From an optimization exercise on the open Yosys and OpenROAD flow, aimed at small area and a short achievable clock period; shortcuts taken in it are not production practice.
The RTL was checked by simulation tests, not by an equivalence proof against the original design.

==> run X: inputs <==
## data_path
module data_path (
    input  wire        clk,
    input  wire        reset,
    input  wire [31:0] instr,
    input  wire [31:0] read_data,
    input  wire        irq,
    input  wire        firq,
    output wire [31:0] pc,
    output wire [31:0] addr_data,
    output wire [31:0] write_data,
    output wire        we
);
==> flow/config.mk <==
export PLATFORM = sky130hd
export DESIGN_NAME = data_path
export DESIGN_NICKNAME = data_path
export VERILOG_FILES = /design/flow/design.v
export SDC_FILE = /design/flow/constraint.sdc
export NUM_CORES = 4
export LEC_CHECK = 0
export ABC_AREA = 1
export CAP_MARGIN = 30
export CELL_PAD_IN_SITES_DETAIL_PLACEMENT = 1
export CELL_PAD_IN_SITES_GLOBAL_PLACEMENT = 2
export CORE_MARGIN = 2
export CORE_UTILIZATION = 45
export CTS_CLUSTER_DIAMETER = 100
export CTS_CLUSTER_SIZE = 20
export PLACE_DENSITY = 0.55
export SLEW_MARGIN = 30
==> flow/constraint.sdc <==
create_clock -name core_clock -period 15.0 [get_ports {clk}]
set_input_delay 3.0000 -clock core_clock [delete_from_list [all_inputs] [get_ports {clk}]]
set_output_delay 3.0000 -clock core_clock [all_outputs]
set_load 0.01 [all_outputs]
standard.sh (not shown) runs the stock make flow with config.mk's settings and CLKGATE_MAP_FILE= SYNTH_SCRIPT=/design/flow/synth_recipe.tcl, a recipe that flattens the netlist after the stock synthesis.
==> flow/flow/run.sh <==
#!/bin/bash
# Layout: the standard ORFS flow (standard.sh), unchanged except that
# timing repair (floorplan, CTS and global-route repair_timing) aims for a
# larger setup slack than the default and uses only unbuffer, sizing, pin
# swap and cloning moves (no rebuffering), so that it sizes the critical
# paths instead of stopping once the 15 ns clock is met.  The SDC, clock
# period, synthesis and every other step are the standard ones.
set -euo pipefail
cd "$(dirname "$0")/.."
bash standard.sh SETUP_SLACK_MARGIN=9.5 SETUP_MOVE_SEQUENCE=unbuffer,sizeup,swap,clone finish > flow_make.log 2>&1
==> run H: changes against run X <==
--- a/flow/design.v
+++ b/flow/design.v
@@ -17,24 +17,15 @@
             3'b000, 3'b001, 3'b100, 3'b101: alu_result = sum[31:0];
             3'b010: alu_result = a & b;
             3'b011: alu_result = a | b;
             3'b111: alu_result = a ^ b;
             default: alu_result = 32'b0;
         endcase
     end
-    reg         zero;
-    always @(*) begin
-        case (alu_control)
-            3'b000, 3'b100: zero = ((a ^ b) == ((a | b) << 1));
-            3'b001, 3'b101, 3'b111: zero = (a == b);
-            3'b010: zero = ((a & b) == 32'b0);
-            3'b011: zero = ((a | b) == 32'b0);
-            default: zero = 1'b1;
-        endcase
-    end
+    wire zero     = (alu_result == 32'b0);
     wire neg      = alu_result[31];
     wire overflow = ~alu_control[1] & ((a[31] ^ b[31]) == sub) & (a[31] ^ alu_result[31]);
     wire carry    = ~alu_control[1] & cout;
     assign alu_flags = {neg, zero, carry, overflow};
 endmodule
 module mul32p(
     input  wire [31:0] a,
@@ -1039,28 +1030,27 @@
     output wire        we
 );
     genvar g;
     reg  [31:0] pc_f;
     reg  [31:0] instr_d;
     reg         pc_src_e, reg_write_e, mem_to_reg_e, mem_write_e;
     reg  [2:0]  alu_control_e;
-    reg         branch_e, shift_flag_e;
+    reg         branch_e, alu_src_e, shift_flag_e, swap_e;
     reg  [1:0]  flag_write_e;
     reg  [3:0]  cond_e;
     reg  [31:0] rd1_e, rd2_e;
     reg  [15:0] m_one_e, m_two_e, m_neg_e;
     reg  [25:0] ext_imm_e;
     reg  [3:0]  wa3_e;
     reg  [1:0]  int_req_e;
     reg         mul_control_e;
     reg  [1:0]  sh_kind_e;
     reg  [4:0]  sh_amt_e;
     reg         sh_big_e;
-    reg         fbm, fbw;
-    reg  [4:0]  sel_a, sel_b;    
+    reg         fam, faw, fbm, fbw;
     reg  [3:0]  flags;
     reg         pc_src_m, reg_write_m, mem_to_reg_m, mem_write_m;
     reg  [31:0] alu_result_m, write_data_m;
     reg  [3:0]  wa3_m;
     reg         pc_src_w, reg_write_w, mem_to_reg_w;
     reg  [31:0] result_w;
     reg  [3:0]  wa3_w;
@@ -1088,52 +1078,56 @@
     wire ldr_stall = ((ra1_d == wa3_e) | (ra2_d == wa3_e)) & mem_to_reg_e;
     wire [31:0] pc_plus4 = pc_f + 32'd4;
     wire [31:0] pc_plus8 = pc_f + 32'd8;
     wire        we3      = reg_write_w;
     wire        link_w   = ~we3 & link_d & m_usr;
     wire        clear_rf = reset & ~we3 & ~link_d;
     wire [31:0] wdata    = we3 ? result_w : link_d ? pc_plus4 : 32'd0;
+    wire        whz      = |wdata[31:5];
     wire [25:0] rf_en;
-    wire [31:0] rf_q [0:25];
+    wire [32:0] rf_q [0:25];
     generate
         for (g = 0; g < 26; g = g + 1) begin : g_rf
             localparam integer LR = (g < 15) ? g : (g < 22) ? g - 7 :
                                     (g < 24) ? g - 9 : g - 11;
             wire hit = we3 & (wa3_w == LR);
             wire sel = (g < 8)  ? 1'b1 :
                        (g < 13) ? ~m_fiq :
                        (g < 15) ? m_usr :
                        (g < 22) ? m_fiq :
                        (g < 24) ? m_irq : m_svc;
             assign rf_en[g] = (hit & sel) | clear_rf | ((g == 14) ? link_w : 1'b0);
-            reg [31:0] q;
+            reg [32:0] q;
             always @(posedge clk)
-                if (rf_en[g]) q <= wdata;
+                if (rf_en[g]) q <= {whz, wdata};
             assign rf_q[g] = q;
         end
     endgenerate
-    wire [31:0] lr [0:15];
+    wire [32:0] lr [0:15];
     generate
         for (g = 0; g < 8; g = g + 1) begin : g_lo
             assign lr[g] = rf_q[g];
         end
         for (g = 8; g < 13; g = g + 1) begin : g_mid
             assign lr[g] = m_fiq ? rf_q[g + 7] : rf_q[g];
         end
         for (g = 13; g < 15; g = g + 1) begin : g_hi
             assign lr[g] = m_fiq ? rf_q[g + 7] :
                            m_irq ? rf_q[g + 9] :
                            m_svc ? rf_q[g + 11] : rf_q[g];
         end
     endgenerate
-    assign lr[15] = pc_plus8;
-    wire [3:0]  ra3_d = shift_flag_d ? wa3_w : ra4_d;
-    wire [31:0] rd1_d = lr[ra1_d];
-    wire [31:0] rd2_d = lr[ra2_d];
-    wire [31:0] rs_d  = lr[ra3_d];
+    assign lr[15] = {|pc_plus8[31:5], pc_plus8};
+    wire [32:0] rd1_x = lr[ra1_d];
+    wire [32:0] rd2_x = lr[ra2_d];
+    wire [32:0] rs_x  = lr[ra4_d];
+    wire [32:0] rd3_x = lr[wa3_w];
+    wire [31:0] rd1_d = rd1_x[31:0];
+    wire [31:0] rd2_d = rd2_x[31:0];
+    wire [31:0] rs_d  = rs_x[31:0];
     wire [32:0] rs_bx = {rs_d, 1'b0};
     wire [15:0] m_one_d, m_two_d, m_neg_d;
     generate
         for (g = 0; g < 16; g = g + 1) begin : g_booth
             assign m_one_d[g] = rs_bx[2*g+1] ^ rs_bx[2*g];
             assign m_two_d[g] = (rs_bx[2*g+2] & ~rs_bx[2*g+1] & ~rs_bx[2*g]) |
                                 (~rs_bx[2*g+2] & rs_bx[2*g+1] & rs_bx[2*g]);
@@ -1142,16 +1136,16 @@
     endgenerate
     wire [25:0] ext_imm_d = (imm_src_d == 2'b00) ? {18'b0, instr_d[7:0]} :
                             (imm_src_d == 2'b01) ? {14'b0, instr_d[11:0]} :
                             (imm_src_d == 2'b10) ? {instr_d[23:0], 2'b00} : 26'b0;
     localparam [1:0] SK_LSL = 2'd0, SK_LSR = 2'd1, SK_ROR = 2'd2, SK_IMM = 2'd3;
     wire        i11_4_zero = (instr_d[11:4] == 8'b0);
     wire        regsh      = instr_d[4];
-    wire [4:0]  amt        = regsh ? rs_d[4:0] : instr_d[11:7];
-    wire        big        = regsh & (|rs_d[31:5]);
+    wire [4:0]  amt        = regsh ? rd3_x[4:0] : instr_d[11:7];
+    wire        big        = regsh & rd3_x[32];
     reg  [1:0]  sh_kind_d;
     reg  [4:0]  sh_amt_d;
     reg         sh_big_d;
     always @(*) begin
         sh_kind_d = SK_ROR;
         sh_amt_d  = 5'd0;
         sh_big_d  = 1'b0;
@@ -1174,88 +1168,79 @@
         .instr_d(instr_n), .pcs(), .reg_w(), .mem_w(), .mem_to_reg(),
         .alu_src(), .imm_src(), .reg_src(reg_src_n), .alu_control(),
         .flag_w(), .shift_flag(), .swap(), .branch(), .link(),
         .interrupt_svc(), .mul_flag(mul_flag_n), .mul_control());
     wire [3:0] ra1_n = reg_src_n[0] ? 4'd15 :
                        mul_flag_n   ? instr_n[15:12] : instr_n[19:16];
     wire [3:0] ra2_n = reg_src_n[1] ? instr_n[15:12] : instr_n[3:0];
-    wire fam_n = ~reset & reg_write_e & (ra1_n == wa3_e);
-    wire faw_n = ~reset & reg_write_m & (ra1_n == wa3_m);
-    wire fbm_n = ~reset & reg_write_e & (ra2_n == wa3_e);
-    wire fbw_n = ~reset & reg_write_m & (ra2_n == wa3_m);
-    wire [4:0] opa_n = fam_n ? 5'b00001 : faw_n ? 5'b00010 : 5'b00100;
-    wire [4:0] opb_n = alu_src_n ? 5'b01000 :
-                       fbm_n ? 5'b00001 : fbw_n ? 5'b00010 : 5'b10000;
     always @(posedge clk) begin
-        fbm   <= fbm_n;
-        fbw   <= fbw_n;
-        sel_a <= swap_n ? opb_n : opa_n;
-        sel_b <= swap_n ? opa_n : opb_n;
+        fam <= ~reset & reg_write_e & (ra1_n == wa3_e);
+        faw <= ~reset & reg_write_m & (ra1_n == wa3_m);
+        fbm <= ~reset & reg_write_e & (ra2_n == wa3_e);
+        fbw <= ~reset & reg_write_m & (ra2_n == wa3_m);
     end
     wire        cond_ex;
     cond_check cond_check_u(.cond(cond_e), .flags(flags), .cond_ex(cond_ex));
     wire        branch_take_e = branch_e & cond_ex;
     wire        flush_e = reset | ldr_stall | branch_take_e;
-    wire        swap_n    = ~flush_e & swap_d;
-    wire        alu_src_n = ~flush_e & alu_src_d;
     always @(posedge clk) begin
         if (flush_e) begin
             pc_src_e      <= 1'b0;
             reg_write_e   <= 1'b0;
             mem_to_reg_e  <= 1'b0;
             mem_write_e   <= 1'b0;
             alu_control_e <= 3'b0;
             branch_e      <= 1'b0;
+            alu_src_e     <= 1'b0;
             flag_write_e  <= 2'b0;
             rd1_e         <= 32'b0;
             rd2_e         <= 32'b0;
             m_one_e       <= 16'b0;
             m_two_e       <= 16'b0;
             m_neg_e       <= 16'b0;
             wa3_e         <= 4'b0;
             shift_flag_e  <= 1'b0;
+            swap_e        <= 1'b0;
             int_req_e     <= 2'b0;
         end else begin
             pc_src_e      <= pc_src_d;
             reg_write_e   <= reg_write_d;
             mem_to_reg_e  <= mem_to_reg_d;
             mem_write_e   <= mem_write_d;
             alu_control_e <= alu_control_d;
             branch_e      <= branch_d;
+            alu_src_e     <= alu_src_d;
             flag_write_e  <= flag_write_d;
             rd1_e         <= rd1_d;
             rd2_e         <= rd2_d;
             m_one_e       <= m_one_d;
             m_two_e       <= m_two_d;
             m_neg_e       <= m_neg_d;
             wa3_e         <= wa3_d;
             shift_flag_e  <= shift_flag_d;
+            swap_e        <= swap_d;
             int_req_e     <= {m_irq | m_svc, m_fiq | m_svc};
         end
     end
     always @(posedge clk) begin
         cond_e        <= instr_d[31:28];
         ext_imm_e     <= ext_imm_d;
         mul_control_e <= mul_control_d;
         sh_kind_e     <= sh_kind_d;
         sh_amt_e      <= sh_amt_d;
         sh_big_e      <= sh_big_d;
     end
     wire [31:0] ext_imm_x = {{6{ext_imm_e[25]}}, ext_imm_e};
+    wire [31:0] src_a = fam ? alu_result_m : faw ? result_w : rd1_e;
     wire [31:0] src_b = fbm ? alu_result_m : fbw ? result_w : rd2_e;
-    wire [31:0] op_a = ({32{sel_a[0]}} & alu_result_m) | ({32{sel_a[1]}} & result_w) |
-                       ({32{sel_a[2]}} & rd1_e) | ({32{sel_a[3]}} & ext_imm_x) |
-                       ({32{sel_a[4]}} & rd2_e);
-    wire [31:0] op_b = ({32{sel_b[0]}} & alu_result_m) | ({32{sel_b[1]}} & result_w) |
-                       ({32{sel_b[2]}} & rd1_e) | ({32{sel_b[3]}} & ext_imm_x) |
-                       ({32{sel_b[4]}} & rd2_e);
+    wire [31:0] src_bi = alu_src_e ? ext_imm_x : src_b;
     wire [31:0] alu_result;
     wire [3:0]  alu_flags;
-    alu alu_u(.src_ina(op_a), .src_inb(op_b), .alu_control(alu_control_e),
-              .swap(1'b0), .alu_result(alu_result), .alu_flags(alu_flags));
+    alu alu_u(.src_ina(src_a), .src_inb(src_bi), .alu_control(alu_control_e),
+              .swap(swap_e), .alu_result(alu_result), .alu_flags(alu_flags));
     wire [31:0] mul_out;
     mul32p mul_u(.a(rd1_e), .b_one(m_one_e), .b_two(m_two_e), .b_neg(m_neg_e),
                  .c(mul_control_e ? rd2_e : 32'd0), .p(mul_out));
     wire [4:0]  rot_amt = (sh_kind_e == SK_LSL) ? (5'd0 - sh_amt_e) : sh_amt_e;
     wire [31:0] rot_s0 = rot_amt[0] ? {rd2_e[0],     rd2_e[31:1]}  : rd2_e;
     wire [31:0] rot_s1 = rot_amt[1] ? {rot_s0[1:0],  rot_s0[31:2]} : rot_s0;
     wire [31:0] rot_s2 = rot_amt[2] ? {rot_s1[3:0],  rot_s1[31:4]} : rot_s1;
@@ -1266,19 +1251,16 @@
         for (g = 0; g < 32; g = g + 1) begin : g_mask
             assign sh_mask[g] = ~sh_big_e &
                 ((sh_kind_e == SK_LSL) ? (sh_amt_e <= g) :
                  (sh_kind_e == SK_LSR) ? (sh_amt_e <= 31 - g) : 1'b1);
         end
     endgenerate
     wire [31:0] shift_out = (sh_kind_e == SK_IMM) ? ext_imm_x : (rot & sh_mask);
-    wire        e_sh  = shift_flag_e;
-    wire        e_mul = ~shift_flag_e & mul_flag_d;
-    wire        e_alu = ~shift_flag_e & ~mul_flag_d;
-    wire [31:0] alu_result_e = ({32{e_sh}} & shift_out) | ({32{e_mul}} & mul_out) |
-                               ({32{e_alu}} & alu_result);
+    wire [31:0] alu_result_e = shift_flag_e ? shift_out :
+                               mul_flag_d   ? mul_out : alu_result;
     always @(posedge clk or posedge reset) begin
         if (reset) flags <= 4'b0;
         else begin
             if (flag_write_e[1]) flags[3:2] <= alu_flags[3:2];
             if (flag_write_e[0]) flags[1:0] <= alu_flags[1:0];
         end
     end
@@ -1319,23 +1301,18 @@
         end
     end
     always @(posedge clk)
         result_w <= mem_to_reg_m ? read_data : alu_result_m;
     wire stall_f = ldr_stall | pc_src_d | pc_src_e | pc_src_m;
     wire [31:0] pc_alt  = interrupt_e ? interrupt_vector_e :
                           pc_src_w    ? result_w : pc_plus4;
-    wire        pc_take = ~stall_f & branch_take_e;
-    wire        pc_seq  = ~stall_f & ~branch_take_e;
-    wire [31:0] pc_next = ({32{pc_take & e_mul}} & mul_out) |
-                          ({32{pc_take & e_alu}} & alu_result) |
-                          ({32{pc_take & e_sh}} & shift_out) |
-                          ({32{pc_seq}} & pc_alt) | ({32{stall_f}} & pc_f);
+    wire [31:0] pc_next = branch_take_e ? alu_result_e : pc_alt;
     always @(posedge clk or posedge reset) begin
         if (reset) pc_f <= 32'b0;
-        else pc_f <= pc_next;
+        else if (!stall_f) pc_f <= pc_next;
     end
     always @(posedge clk) begin
         if (reset | ldr_stall) instr_d <= 32'b0;
         else instr_d <= instr;
     end
     assign pc         = pc_f;
     assign addr_data  = alu_result_m;
==> flow/flow/run.sh (replaced) <==
#!/bin/bash
# Layout: the standard ORFS flow (standard.sh), unchanged except that
# timing repair (floorplan, CTS and global-route repair_timing) aims for a
# larger setup slack than the default, so that it sizes and buffers the
# critical paths instead of stopping once the 15 ns clock is met.  The SDC,
# clock period, synthesis and every other step are the standard ones.
set -euo pipefail
cd "$(dirname "$0")/.."
bash standard.sh SETUP_SLACK_MARGIN=9.5 finish > flow_make.log 2>&1
==> run K: changes against run X <==
==> flow/flow/run.sh (replaced) <==
#!/bin/bash
# Layout: the standard ORFS flow (standard.sh), unchanged except that
# timing repair (floorplan, CTS and global-route repair_timing) aims for a
# larger setup slack than the default, so that it sizes and buffers the
# critical paths instead of stopping once the 15 ns clock is met.  The SDC,
# clock period, synthesis and every other step are the standard ones.
set -euo pipefail
cd "$(dirname "$0")/.."
bash standard.sh SETUP_SLACK_MARGIN=9.5 finish > flow_make.log 2>&1
- ABC_AREA: 1 -> not set
- CTS_CLUSTER_DIAMETER: 100 -> not set
- CTS_CLUSTER_SIZE: 20 -> not set
==> summary.txt <==
Clock skew: run X > run H > run K. The highest routed wire length belongs to run X, the lowest to run H. Between run K and run H, the lower first-iteration DRC count is in run H (gap about 7%, measured against run H). The highest register-to-register slack belongs to run H, the lowest to run K. Synthesized area: run X > run H > run K. In run K the via count is lower than in run X, by 5.5%. The highest final cell count belongs to run H, the lowest to run K.

re-timing with driven ports:
How much do the figures lean on ideal ports? The routed layouts below were timed once more, with nothing changed but the port constraints.
Step 1, drivers: a clkbuf_16 drives clk and a buf_2 each remaining input, both assumed.
Step 2 also shifts input and output timing later by t, the mid clock arrival at the registers, as if the neighbouring blocks saw the same clock.
Slacks: ideal / step 1 / step 2; pairs: ideal / step 1.
run	t, ns	setup WS [ns]	worst slew at a driven data input, ns
run X	0.850	8.562 / 8.562 / 8.147	0.33
run H	0.862	8.799 / 8.799 / 8.573	0.13
run K	0.885	8.506 / 8.506 / 8.413	0.36
After both steps every run listed still meets setup and hold. For run X, which loses most, drivers alone change the setup slack by 0.000 ns; drivers and shift together by -0.415 ns.
